This is an optimization exercise on Yosys and OpenROAD, whose aim is small area, not a production implementation.
Only simulation tests tie the RTL to the original design; equivalence was not proved.
Power is estimated from default activity; no workload was simulated.

## I2C_MASTER_SLAVE
module I2C_MASTER_SLAVE(
	clk,
	reset,
	start,
	ready,
	send,
	datasend,
	sended,
	receive,
	datareceive,
	received,
	sda_i,
	scl_i,
	sda_o,
	scl_o
);
input	wire clk;
input	wire reset;
input	wire start;
output	wire ready;
input	wire send;
input	wire [7:0] datasend;
output	wire sended;
input	wire receive;
output	wire [7:0] datareceive;
output	wire received;
input	wire sda_i;
input	wire scl_i;
output	wire sda_o;
output	wire scl_o;
wire m_sda_o;
wire s_sda_o;
assign sda_o = m_sda_o & s_sda_o;
wire sda = sda_o & sda_i;
wire scl = scl_o & scl_i;
wire [1:0] slv_datasend;
wire slv_sended;
wire slv_isD0;
wire slv_is16;
wire slv_received;
I2C_MASTER I2C_MASTER(
	.clk(clk),
	.reset(reset),
	.start(start),
	.ready(ready),
	.sda_i(sda),
	.scl_i(scl),
	.sda_o(m_sda_o),
	.scl_o(scl_o),
	.send(send),
	.datasend(datasend),
	.sended(sended),
	.receive(receive),
	.datareceive(datareceive),
	.received(received)
);
I2C_SLAVE I2C_SLAVE(
	.clk(clk),
	.reset(reset),
	.sda_i(sda),
	.scl_i(scl),
	.sda_o(s_sda_o),
	.datasend(slv_datasend),
	.sended(slv_sended),
	.isD0(slv_isD0),
	.is16(slv_is16),
	.received(slv_received)
);
SLAVE_DRIVER SLAVE_DRIVER(
	.clk(clk),
	.reset(reset),
	.datasend(slv_datasend),
	.sended(slv_sended),
	.isD0(slv_isD0),
	.is16(slv_is16),
	.received(slv_received)
);
endmodule
Size in the first run: about 28 I/O pins, roughly 0.0038 sq mm of cells after synthesis.
==> module I2C_MASTER, before the edit <==
module I2C_MASTER(clk, reset, start, ready, sda_i, scl_i, sda_o, scl_o, send, datasend, sended, receive, datareceive, received);
input  wire clk;
input  wire reset;
input  wire start;
output wire ready;
input  wire sda_i;
input  wire scl_i;
output wire sda_o;
output wire scl_o;
input  wire send;
input  wire [7:0] datasend;
output wire sended;
input  wire receive;
output reg  [7:0] datareceive;
output wire received;
localparam S_PS   = 5'b00000;	 
localparam S_PST1 = 5'b00001;
localparam S_ST1  = 5'b00010;
localparam S_SEND = 5'b00011;
localparam S_WA   = 5'b00100;	 
localparam S_PST2 = 5'b00101;
localparam S_ST2  = 5'b00110;
localparam S_ACKA = 5'b00111;	 
localparam S_WGA  = 5'b01000;	 
localparam S_PST3 = 5'b01001;
localparam S_ST3  = 5'b01010;
localparam S_ACKB = 5'b01011;	 
localparam S_PR   = 5'b01100;	 
localparam S_PST4 = 5'b01101;
localparam S_ST4  = 5'b01110;
localparam S_RECV = 5'b01111;
localparam S_IDLE = 5'b10000;
localparam S_STRT = 5'b10001;
localparam S_WRST = 5'b10010;
localparam S_RST  = 5'b10011;
localparam S_STOP = 5'b10100;
reg [4:0] st;
reg       done;		 
reg       zsda;
reg       zscl;
reg       rw;
reg       ask;
reg       waitSend;
reg       waitReceive;
reg [2:0] count;
reg [7:0] delay;
reg       stateStart;
reg       receivedBit;
reg       lockReceived;
reg       lockSended;
assign sda_o    = zsda;
assign scl_o    = zscl;
assign ready    = (st == S_IDLE);
assign sended   = lockSended;
assign received = lockReceived;
wire [2:0] countDec = count - 3'd1;
localparam [7:0] D_0   = 8'h00;
localparam [7:0] D_62  = 8'hB2;
localparam [7:0] D_122 = 8'h5D;
localparam [7:0] D_124 = 8'h77;
localparam [7:0] D_186 = 8'h26;
localparam [7:0] D_248 = 8'hF6;
wire [7:0] delayInc = {delay[6:0], ~(delay[7] ^ delay[5] ^ delay[4] ^ delay[3])};
wire e0   = (delay == D_0);
wire e62  = (delay == D_62);
wire e122 = (delay == D_122);
wire e124 = (delay == D_124);
wire e186 = (delay == D_186);
wire e248 = (delay == D_248);
wire special = st[4];
wire [1:0] kind = st[3:2];
wire [1:0] phase = st[1:0];
always @(posedge clk)
begin
	if (!reset)
		stateStart <= 1'b0;
	else if (start)
		stateStart <= 1'b1;
	else if (st == S_STRT || st == S_RST)
		stateStart <= 1'b0;
end
always @(posedge clk)
begin
	if (!reset)
		begin
			st <= S_IDLE;
			zsda <= 1'b1;
			rw <= 1'b0;
			ask <= 1'b1;
			lockSended <= 1'b0;
			lockReceived <= 1'b0;
			count <= 3'd7;
			datareceive <= 8'd0;
			waitSend <= 1'b0;
			waitReceive <= 1'b0;
			receivedBit <= 1'b1;
		end
	else
		begin
			case (st)
			S_IDLE: begin
				if (stateStart)
					st <= S_STRT;
				zsda <= 1'b1;
				count <= 3'd7;
				ask <= 1'b1;
				lockSended <= 1'b0;
				lockReceived <= 1'b0;
				waitSend <= 1'b0;
				waitReceive <= 1'b0;
				receivedBit <= 1'b1;
			end
			S_STRT, S_RST: begin
				if (done)
					begin
						st <= S_PS;
						rw <= datasend[0];
					end
				zsda <= 1'b0;
				lockSended <= 1'b0;
				lockReceived <= 1'b0;
			end
			S_WRST: begin
				if (done)
					st <= S_RST;
				zsda <= 1'b1;
			end
			S_PS: begin
				if (done)
					begin
						st <= S_PST1;
						count <= countDec;
					end
				zsda <= datasend[count];
			end
			S_SEND: begin
				if (done)
					begin
						if (count == 3'd7)
							begin
								st <= S_WA;
								waitSend <= 1'b0;
								waitReceive <= 1'b0;
							end
						else
							st <= S_PS;
					end
			end
			S_WGA: begin
				zsda <= ~(waitSend | waitReceive);
				lockReceived <= 1'b1;
				if (send)
					waitSend <= 1'b1;
				if (receive)
					waitReceive <= 1'b1;
				if (done)
					begin
						st <= S_PST3;
						ask <= 1'b1;
					end
			end
			S_WA: begin
				zsda <= 1'b1;
				lockSended <= 1'b1;
				if (send)
					waitSend <= 1'b1;
				if (receive)
					waitReceive <= 1'b1;
				if (done)
					begin
						st <= S_PST2;
						ask <= 1'b1;
					end
			end
			S_ACKA, S_ACKB: begin
				if (done)
					begin
						if (ask)
							st <= S_STOP;
						else if (stateStart)
							st <= S_WRST;
						else if (rw)
							begin
								if (waitReceive)
									begin
										waitReceive <= 1'b0;
										st <= S_PR;
									end
								else
									st <= S_STOP;
							end
						else
							begin
								if (waitSend)
									begin
										waitSend <= 1'b0;
										st <= S_PS;
									end
								else
									st <= S_STOP;
							end
					end
				else if (!sda_i)
					ask <= 1'b0;
				lockSended <= 1'b0;
				lockReceived <= 1'b0;
			end
			S_PR: begin
				if (done)
					begin
						st <= S_PST4;
						receivedBit <= 1'b1;
					end
				zsda <= 1'b1;
			end
			S_RECV: begin
				if (done)
					begin
						if (count == 3'd0)
							begin
								st <= S_WGA;
								waitSend <= 1'b0;
								waitReceive <= 1'b0;
								count <= 3'd7;
							end
						else
							begin
								st <= S_PR;
								count <= countDec;
							end
						datareceive[count] <= receivedBit;
					end
				if (!sda_i)
					receivedBit <= 1'b0;
				zsda <= 1'b1;
			end
			S_PST1, S_ST1, S_PST2, S_ST2, S_PST3, S_ST3, S_PST4, S_ST4: begin
				if (done)
					st <= st + 5'd1;
			end
			S_STOP: begin
				if (done)
					st <= S_IDLE;
				zsda <= 1'b0;
			end
			default: ;
			endcase
		end
end
wire isIdle  = special & (st[2:0] == 3'b000);
wire isStart = special & (st[2:0] == 3'b001);
wire isWrst  = special & (st[2:0] == 3'b010);
wire isRst   = special & (st[2:0] == 3'b011);
wire isStop  = special & st[2];
wire isLow   = ~special & (phase == 2'd0);
wire isRel   = ~special & (phase == 2'd1);
wire isWait  = ~special & (phase == 2'd2);
wire isHigh  = ~special & (phase == 2'd3);
wire hit = (isStart & e186) | ((isWrst | isRst | isHigh) & e124) | (isStop & e248) | (isLow & e122);
wire counting = ~(isIdle | isRel | isWait);
always @(negedge clk)
begin
	if (!reset)
		begin
			zscl <= 1'b1;
			done <= 1'b1;
			delay <= D_0;
		end
	else
		begin
			done <= isIdle | isRel | (isWait & scl_i) | hit;
			if (isIdle)
				delay <= D_0;
			else if (counting)
				delay <= hit ? ((isStart | isRst) ? D_62 : D_0) : delayInc;
			if (isIdle | isRel | isHigh)
				zscl <= 1'b1;
			else if (isLow)
				zscl <= 1'b0;
			else if (isStart)
				zscl <= zscl & ~e124;
			else if (isWrst)
				zscl <= ~e0 & (zscl | e62);
			else if (isRst)
				zscl <= zscl & ~e62;
			else if (isStop)
				zscl <= ~e0 & (zscl | e124);
		end
end
endmodule
==> flow/config.mk <==
export PLATFORM = sky130hd
export DESIGN_NAME = I2C_MASTER_SLAVE
export DESIGN_NICKNAME = I2C_MASTER_SLAVE
export VERILOG_FILES = /design/flow/design.v
export SDC_FILE = /design/flow/constraint.sdc
export NUM_CORES = 4
export LEC_CHECK = 0
export CAP_MARGIN = 20
export CORE_MARGIN = 2
export CORE_UTILIZATION = 40
export CTS_BUF_LIST = sky130_fd_sc_hd__clkbuf_8
export PLACE_DENSITY = 0.6
export SLEW_MARGIN = 20
==> flow/constraint.sdc <==
create_clock -name core_clock -period 10.0 [get_ports {clk}]
set_input_delay 2.0000 -clock core_clock [delete_from_list [all_inputs] [get_ports {clk}]]
set_output_delay 2.0000 -clock core_clock [all_outputs]
set_load 0.01 [all_outputs]
standard.sh (not shown) runs the stock make flow with config.mk's settings and CLKGATE_MAP_FILE= SYNTH_SCRIPT=/design/flow/synth_recipe.tcl, a recipe that flattens the netlist after the stock synthesis.
==> flow/flow/run.sh <==
#!/bin/bash
# Own layout flow: the standard ORFS flow, with
#  - synthesis: the standard script, but the combinational logic mapped by an
#    area-oriented ABC script (flow/area.abc) and no half/full adder extraction,
#  - port buffers: the smallest buffer (sky130_fd_sc_hd__buf_1),
# everything else as standard.sh does it. Each tool's output goes to the ORFS
# logs (orfs/logs/...); make's own output goes to flow.log here.
set -euo pipefail
W=$(pwd)
sed 's|log_cmd abc {\*}\$abc_args|set i [lsearch $abc_args -script]; lset abc_args [expr {$i+1}] '"$W"'/flow/area.abc\n  log_cmd abc {*}$abc_args|' \
  "$FLOW_HOME/scripts/synth.tcl" > "$W/own_synth_body.tcl"
grep -q "flow/area.abc" "$W/own_synth_body.tcl"
sed 's|source \$::env(SCRIPTS_DIR)/synth.tcl|source '"$W"'/own_synth_body.tcl|' synth_recipe.tcl > "$W/own_synth.tcl"
grep -q "own_synth_body.tcl" "$W/own_synth.tcl"
sed -E 's|SYNTH_SCRIPT=[^ ]+|SYNTH_SCRIPT='"$W"'/own_synth.tcl ADDER_MAP_FILE= '"'"'BUFFER_PORTS_ARGS=-buffer_cell sky130_fd_sc_hd__buf_1'"'"'|' standard.sh > "$W/own_standard.sh"
grep -q "own_synth.tcl" "$W/own_standard.sh"
cat "$W/own_standard.sh" > "$W/own_standard.log"
bash "$W/own_standard.sh" > "$W/flow.log" 2>&1
==> flow/flow/area.abc <==
strash
dc2
dch -f
map -a
topo
Next try:
--- a/flow/design.v
+++ b/flow/design.v
@@ -56,11 +56,10 @@
 wire [2:0] countDec = count - 3'd1;
 localparam [7:0] D_0   = 8'h00;
-localparam [7:0] D_62  = 8'hB2;
-localparam [7:0] D_122 = 8'h5D;
-localparam [7:0] D_124 = 8'h77;
-localparam [7:0] D_186 = 8'h26;
-localparam [7:0] D_248 = 8'hF6;
-wire [7:0] delayInc = {delay[6:0], ~(delay[7] ^ delay[5] ^ delay[4] ^ delay[3])};
-wire e0   = (delay == D_0);
+localparam [7:0] D_62 = 8'h10;
+localparam [7:0] D_122 = 8'hE4;
+localparam [7:0] D_124 = 8'h93;
+localparam [7:0] D_186 = 8'hD8;
+localparam [7:0] D_248 = 8'h5E;
+wire [7:0] delayInc = {delay[6:0], ~(delay[7] ^ delay[3] ^ delay[2] ^ delay[1])};
 wire e62  = (delay == D_62);
 wire e122 = (delay == D_122);
@@ -270,20 +269,17 @@
 		begin
 			done <= isIdle | isRel | (isWait & scl_i) | hit;
-			if (isIdle)
-				delay <= D_0;
-			else if (counting)
-				delay <= hit ? ((isStart | isRst) ? D_62 : D_0) : delayInc;
-			if (isIdle | isRel | isHigh)
-				zscl <= 1'b1;
-			else if (isLow)
+			delay <= (counting & ~hit) ? delayInc : (hit & (isStart | isRst)) ? D_62 : D_0;
+			if (isLow)
 				zscl <= 1'b0;
 			else if (isStart)
 				zscl <= zscl & ~e124;
 			else if (isWrst)
-				zscl <= ~e0 & (zscl | e62);
+				zscl <= ~done & (zscl | e62);
 			else if (isRst)
 				zscl <= zscl & ~e62;
 			else if (isStop)
-				zscl <= ~e0 & (zscl | e124);
+				zscl <= ~done & (zscl | e124);
+			else
+				zscl <= 1'b1;
 		end
 end
The new run finished with timing, DRC and antenna clean.
Total power drops by 13%.
Routed wire length falls by 4.9%.
Cell count falls by 1.9%.
Utilization decreases by 0.45 points.
Setup slack is better by 0.17 ns.
Clock skew rose by 0.0035 ns.

========
== v6 ==
I2C_MASTER_SLAVE, a different RTL version from the one above (not shown whole).
For scale: ~490 cells after synthesis, ~74 flip-flops, ~3600 um2 of cells after synthesis.
==> module I2C_SLAVE, before the edit <==
module I2C_SLAVE(clk, reset, sda_i, scl_i, scl_pin, m_scl_o, sda_o, datasend, sended, isD0, is16, received);
input  wire clk;
input  wire reset;
input  wire sda_i;		 
input  wire scl_i;		 
input  wire scl_pin;		 
input  wire m_scl_o;		 
output wire sda_o;
input  wire [1:0] datasend;	 
output wire sended;
output wire isD0;		 
output wire is16;		 
output wire received;
localparam S_IDLE = 4'd0;
localparam S_PR   = 4'd1;	 
localparam S_R    = 4'd2;	 
localparam S_WGA  = 4'd3;	 
localparam S_PRA  = 4'd5;	 
localparam S_RA   = 4'd6;	 
localparam S_WGAA = 4'd7;	 
localparam S_GA   = 4'd4;	 
localparam S_PS   = 4'd8;	 
localparam S_S    = 4'd9;	 
localparam S_WA   = 4'd10;	 
localparam S_A    = 4'd11;	 
localparam S_STOP = 4'd12;
localparam S_PRAH = 4'd13;	 
localparam F_IDLE = 2'd0;
localparam F_WAIT = 2'd1;
localparam F_STRT = 2'd2;
localparam F_STOP = 2'd3;
reg [3:0] st;
reg       zsda;
reg [2:0] count;
reg       lockReceived;
reg       lockSended;
reg       ack;
reg       b0;		 
reg       mAdr;		 
reg       mD0;		 
reg       m16;		 
reg [3:0] syncSda;
reg [2:0] syncScl;
reg [1:0] fsm;
reg [4:0] delay;
reg       mSclOld;	 
assign sda_o    = zsda;
assign sended   = ~lockSended;
assign received = ~lockReceived;
assign isD0     = mD0 & ~b0;
assign is16     = m16 & ~b0;
wire bottomSda = syncSda[1];
wire middleSda = syncSda[2];
wire topSda    = syncSda[3];
wire bottomScl = syncScl[1];
wire topScl    = syncScl[2];
wire sclRise   = ~topScl & bottomScl;
wire sclFall   = topScl & ~bottomScl;
always @(posedge clk)
begin
	if (!reset)
		begin
			syncSda <= 4'b1111;
			syncScl <= 3'b111;
		end
	else
		begin
			syncSda <= {syncSda[2:0], sda_i};
			syncScl <= {syncScl[1:0], scl_i};
		end
end
wire sclN = mSclOld & scl_pin;
reg [1:0] fsmN;
always @(*)
begin
	fsmN = fsm;
	case (fsm)
	F_IDLE: begin
		if (zsda)
			begin
				if ({middleSda, bottomSda, sclN} == 3'b101)
					fsmN = F_WAIT;
				else if ({middleSda, bottomSda, sclN} == 3'b011 && st != S_PS)
					fsmN = F_STOP;
			end
	end
	F_WAIT: begin
		if ({topSda, middleSda, sclN} == 3'b001)
			fsmN = F_STRT;
		else if (delay == 5'd31)
			fsmN = F_IDLE;
	end
	default:
		fsmN = F_IDLE;
	endcase
end
always @(posedge clk)
begin
	mSclOld <= m_scl_o;
	if (!reset)
		begin
			fsm <= F_IDLE;
			delay <= 5'd0;
		end
	else
		begin
			fsm <= fsmN;
			delay <= (fsm == F_WAIT) ? delay + 5'd1 : (fsm == F_IDLE) ? 5'd0 : delay;
		end
end
reg txBit;
always @(*)
begin
	case (count)
	3'd7, 3'd0: txBit = (datasend != 2'd0);
	3'd5, 3'd2: txBit = datasend[1];
	3'd3, 3'd1: txBit = (datasend == 2'd3);
	default:    txBit = 1'b0;
	endcase
end
wire [7:0] kAdr = 8'hEA;	 
wire [7:0] kD0  = 8'hD0;
wire [7:0] k16  = 8'h16;
wire first = (count == 3'd7);
wire [2:0] countDec = count - 3'd1;
always @(posedge clk)
begin
	if (!reset)
		begin
			st <= S_IDLE;
			zsda <= 1'b1;
			lockReceived <= 1'b1;
			lockSended <= 1'b1;
			count <= 3'd7;
			ack <= 1'b1;
		end
	else if (fsmN == F_STRT)
		begin
			st <= (((st == S_PRA) & done) | ((st == S_RA) & ~done)) ? S_PRAH : S_PRA;
			zsda <= 1'b1;
			count <= 3'd7;
		end
	else
		begin
			case (st)
			S_IDLE: begin
				zsda <= 1'b1;
			end
			S_PRAH: begin
				st <= S_RA;
				zsda <= 1'b1;
				lockReceived <= 1'b1;
				lockSended <= 1'b1;
			end
			S_PR, S_PRA: begin
				if (done)
					st <= st + 4'd1;
				zsda <= 1'b1;
				lockReceived <= 1'b1;
				lockSended <= 1'b1;
			end
			S_R, S_RA: begin
				if (done)
					begin
						if (count == 3'd0)
							begin
								st <= st + 4'd1;
								b0 <= topSda;
							end
						else
							begin
								st <= st - 4'd1;
								mAdr <= (first | mAdr) & (topSda == kAdr[count]);
								mD0 <= (first | mD0) & (topSda == kD0[count]);
								m16 <= (first | m16) & (topSda == k16[count]);
							end
						count <= countDec;
					end
			end
			S_PS: begin
				if (done)
					st <= S_S;
				else
					begin
						lockReceived <= 1'b1;
						lockSended <= 1'b1;
						zsda <= txBit;
					end
			end
			S_S: begin
				if (done)
					begin
						st <= (count == 3'd0) ? S_WA : S_PS;
						count <= countDec;
					end
			end
			S_WGAA: begin
				if (done)
					st <= mAdr ? S_GA : S_IDLE;
				zsda <= 1'b0;
			end
			S_WGA: begin
				if (done)
					st <= S_GA;
				lockReceived <= 1'b0;
				zsda <= 1'b0;
			end
			S_GA: begin
				if (done)
					st <= b0 ? S_PS : S_PR;
				zsda <= 1'b0;
			end
			S_WA: begin
				if (done)
					begin
						st <= S_A;
						ack <= 1'b1;
					end
				else
					begin
						zsda <= 1'b1;
						lockSended <= 1'b0;
					end
			end
			S_A: begin
				if (done)
					st <= ack ? S_STOP : S_PS;
				else if (!topSda)
					ack <= 1'b0;
			end
			S_STOP: begin
				if (fsmN == F_STOP)
					st <= S_IDLE;
				else
					begin
						lockReceived <= 1'b1;
						lockSended <= 1'b1;
					end
			end
			default: ;
			endcase
		end
end
reg done;
always @(*)
begin
	case (st)
	S_PR, S_PRA, S_PS, S_WGA, S_WGAA, S_WA:
		done = sclRise;
	S_R, S_RA, S_S, S_GA, S_A:
		done = sclFall;
	default:
		done = 1'b0;
	endcase
end
endmodule
==> flow/config.mk <==
export PLATFORM = sky130hd
export DESIGN_NAME = I2C_MASTER_SLAVE
export DESIGN_NICKNAME = I2C_MASTER_SLAVE
export VERILOG_FILES = /design/flow/design.v
export SDC_FILE = /design/flow/constraint.sdc
export NUM_CORES = 4
export LEC_CHECK = 0
export CAP_MARGIN = 20
export CORE_MARGIN = 2
export CORE_UTILIZATION = 40
export CTS_BUF_LIST = sky130_fd_sc_hd__clkbuf_8
export PLACE_DENSITY = 0.6
export SLEW_MARGIN = 20
==> flow/constraint.sdc <==
create_clock -name core_clock -period 10.0 [get_ports {clk}]
set_input_delay 2.0000 -clock core_clock [delete_from_list [all_inputs] [get_ports {clk}]]
set_output_delay 2.0000 -clock core_clock [all_outputs]
set_load 0.01 [all_outputs]
==> flow/flow/run.sh <==
#!/bin/bash
# Own layout flow: the standard ORFS flow (the make command of standard.sh),
# changed in these ways only:
#  - synthesis: the standard synthesis script, except that the
#    combinational logic is mapped by area-oriented ABC scripts (flow/abc/*.abc)
#    and half/full adders are not extracted. Every script is tried (synthesis
#    only, in try_<name>/) and the one giving the smallest cell area is used.
#    Registers are the same whichever script is used (ABC maps only logic).
#  - port buffers: the smallest buffer (sky130_fd_sc_hd__buf_1),
#  - extra make variables from flow/extra.mk (one VAR=value per line).
# Tool output: ORFS logs under orfs/logs/ (and try_*/logs/); make's own output
# in flow.log and try_<name>.log here.
set -euo pipefail
W=$(pwd)

make_script() {  # $1 = ABC script name: writes synth_$1.tcl
  sed 's|log_cmd abc {\*}\$abc_args|set i [lsearch $abc_args -script]; lset abc_args [expr {$i+1}] '"$W"'/flow/abc/'"$1"'.abc\n  log_cmd abc {*}$abc_args|' \
    "$FLOW_HOME/scripts/synth.tcl" > "$W/synth_body_$1.tcl"
  grep -q "flow/abc/$1.abc" "$W/synth_body_$1.tcl"
  sed 's|source \$::env(SCRIPTS_DIR)/synth.tcl|source '"$W"'/synth_body_'"$1"'.tcl|' synth_recipe.tcl > "$W/synth_$1.tcl"
  grep -q "synth_body_$1.tcl" "$W/synth_$1.tcl"
}

make_cmd() {  # $1 = ABC script name, $2 = WORK_HOME, $3 = output file
  python3 - "$W" "$1" "$2" "$3" <<'PY'
import shlex, sys, re
w, name, home, out = sys.argv[1:]
s = open(f"{w}/standard.sh").read()
extra = ["ADDER_MAP_FILE=", "BUFFER_PORTS_ARGS=-buffer_cell sky130_fd_sc_hd__buf_1"]
try:
    extra += [l.strip() for l in open(f"{w}/flow/extra.mk") if l.strip() and not l.startswith("#")]
except FileNotFoundError:
    pass
add = " ".join(shlex.quote(x) for x in extra)
s2 = re.sub(r"SYNTH_SCRIPT=\S+", lambda m: f"SYNTH_SCRIPT={w}/synth_{name}.tcl {add}", s, count=1)
assert s2 != s
if home:
    s3 = re.sub(r"WORK_HOME=\S+", lambda m: f"WORK_HOME={home}", s2, count=1)
    assert s3 != s2
    s2 = s3
open(out, "w").write(s2)
PY
}

names=()
for f in "$W"/flow/abc/*.abc; do
  n=$(basename "$f" .abc)
  names+=("$n")
  make_script "$n"
  make_cmd "$n" "$W/try_$n" "$W/try_$n.sh"
done

# try every script (synthesis only), four at a time
pids=()
for n in "${names[@]}"; do
  bash "$W/try_$n.sh" synth > "$W/try_$n.log" 2>&1 &
  pids+=($!)
  if (( ${#pids[@]} >= ${NUM_CORES:-4} )); then wait "${pids[0]}" || true; pids=("${pids[@]:1}"); fi
done
for p in "${pids[@]}"; do wait "$p" || true; done

best=""
bestarea=""
for n in "${names[@]}"; do
  r="$W/try_$n/reports/$FLOW_PLATFORM/I2C_MASTER_SLAVE/base/synth_stat.txt"
  [[ -f "$r" ]] || continue
  a=$(grep -E "Chip area for module" "$r" | tail -1 | awk '{print $NF}')
  echo "$n $a" >> "$W/try_areas.txt"
  if [[ -z "$best" ]] || python3 -c "import sys; sys.exit(0 if float('$a') < float('$bestarea') else 1)"; then
    best=$n; bestarea=$a
  fi
done
[[ -n "$best" ]]
echo "chosen $best $bestarea" >> "$W/try_areas.txt"

make_cmd "$best" "" "$W/own_standard.sh"
bash "$W/own_standard.sh" > "$W/flow.log" 2>&1
Other scripts of this flow, unchanged in this note and not shown: flow/flow/abc/b1.abc, flow/flow/abc/c10.abc, flow/flow/abc/c11.abc, flow/flow/abc/c12.abc, flow/flow/abc/c13.abc, flow/flow/abc/c8.abc, flow/flow/extra.mk
--- input diff v6..v7 ---
--- a/flow/design.v
+++ b/flow/design.v
@@ -320,21 +320,20 @@
 reg       lockReceived;
 reg       lockSended;
 reg       ack;
 reg       b0;		 
-reg       mAdr;		 
-reg       mD0;		 
-reg       m16;		 
+reg       match;	 
+reg       cand;		 
 reg [3:0] syncSda;
 reg [2:0] syncScl;
 reg [1:0] fsm;
 reg [4:0] delay;
 reg       mSclOld;	 
 assign sda_o    = zsda;
 assign sended   = ~lockSended;
 assign received = ~lockReceived;
-assign isD0     = mD0 & ~b0;
-assign is16     = m16 & ~b0;
+assign isD0     = match & cand & ~b0;
+assign is16     = match & ~cand & ~b0;
 wire bottomSda = syncSda[1];
 wire middleSda = syncSda[2];
 wire topSda    = syncSda[3];
 wire bottomScl = syncScl[1];
@@ -406,8 +405,9 @@
 wire [7:0] kAdr = 8'hEA;	 
 wire [7:0] kD0  = 8'hD0;
 wire [7:0] k16  = 8'h16;
 wire first = (count == 3'd7);
+wire kBit = st[2] ? kAdr[count] : cand ? kD0[count] : k16[count];
 wire [2:0] countDec = count - 3'd1;
 always @(posedge clk)
 begin
 	if (!reset)
@@ -454,11 +454,15 @@
 							end
 						else
 							begin
 								st <= st - 4'd1;
-								mAdr <= (first | mAdr) & (topSda == kAdr[count]);
-								mD0 <= (first | mD0) & (topSda == kD0[count]);
-								m16 <= (first | m16) & (topSda == k16[count]);
+								if (first)
+									begin
+										match <= ~st[2] | topSda;
+										cand <= topSda;
+									end
+								else
+									match <= match & (topSda == kBit);
 							end
 						count <= countDec;
 					end
 			end
@@ -480,9 +484,9 @@
 					end
 			end
 			S_WGAA: begin
 				if (done)
-					st <= mAdr ? S_GA : S_IDLE;
+					st <= match ? S_GA : S_IDLE;
 				zsda <= 1'b0;
 			end
 			S_WGA: begin
 				if (done)
Notes after the runs:
Compared v7 vs v6, and count of multi-input gates is up in v7.
v7 -> v6: die area flat
Per the comparison of v7 with v6, worst hold slack after final layout climbed 0.012 ns, internal reg-to-reg setup slack climbed 0.14 ns.
Lower detailed route wirelength on metal3 among v7 and v6: v6
Delay of the slowest cell on the worst path: v7 vs v6 up 0.02 ns
v6 has a higher number of storage elements in the synthesis netlist than v7.
The sequential share of the synthesized area in v7 sits 0.86 points below the value recorded for v6.
Compared with v6, in v7 final non-filler cell area barely changed, number of enable-type register cells in the synthesized netlist went down by 1, flip-flop and latch count decreased about 1.4%.
Lower fraction of area in non-clock buffers was reported by v7, not v6.
v6 vs v7, largest family of logic cells by synthesized area: compound AO/OA/AOI/OAI gates vs simple AND/OR/NAND/NOR gates
In the tables for v7 and v6, met3 usage reads higher with v6.
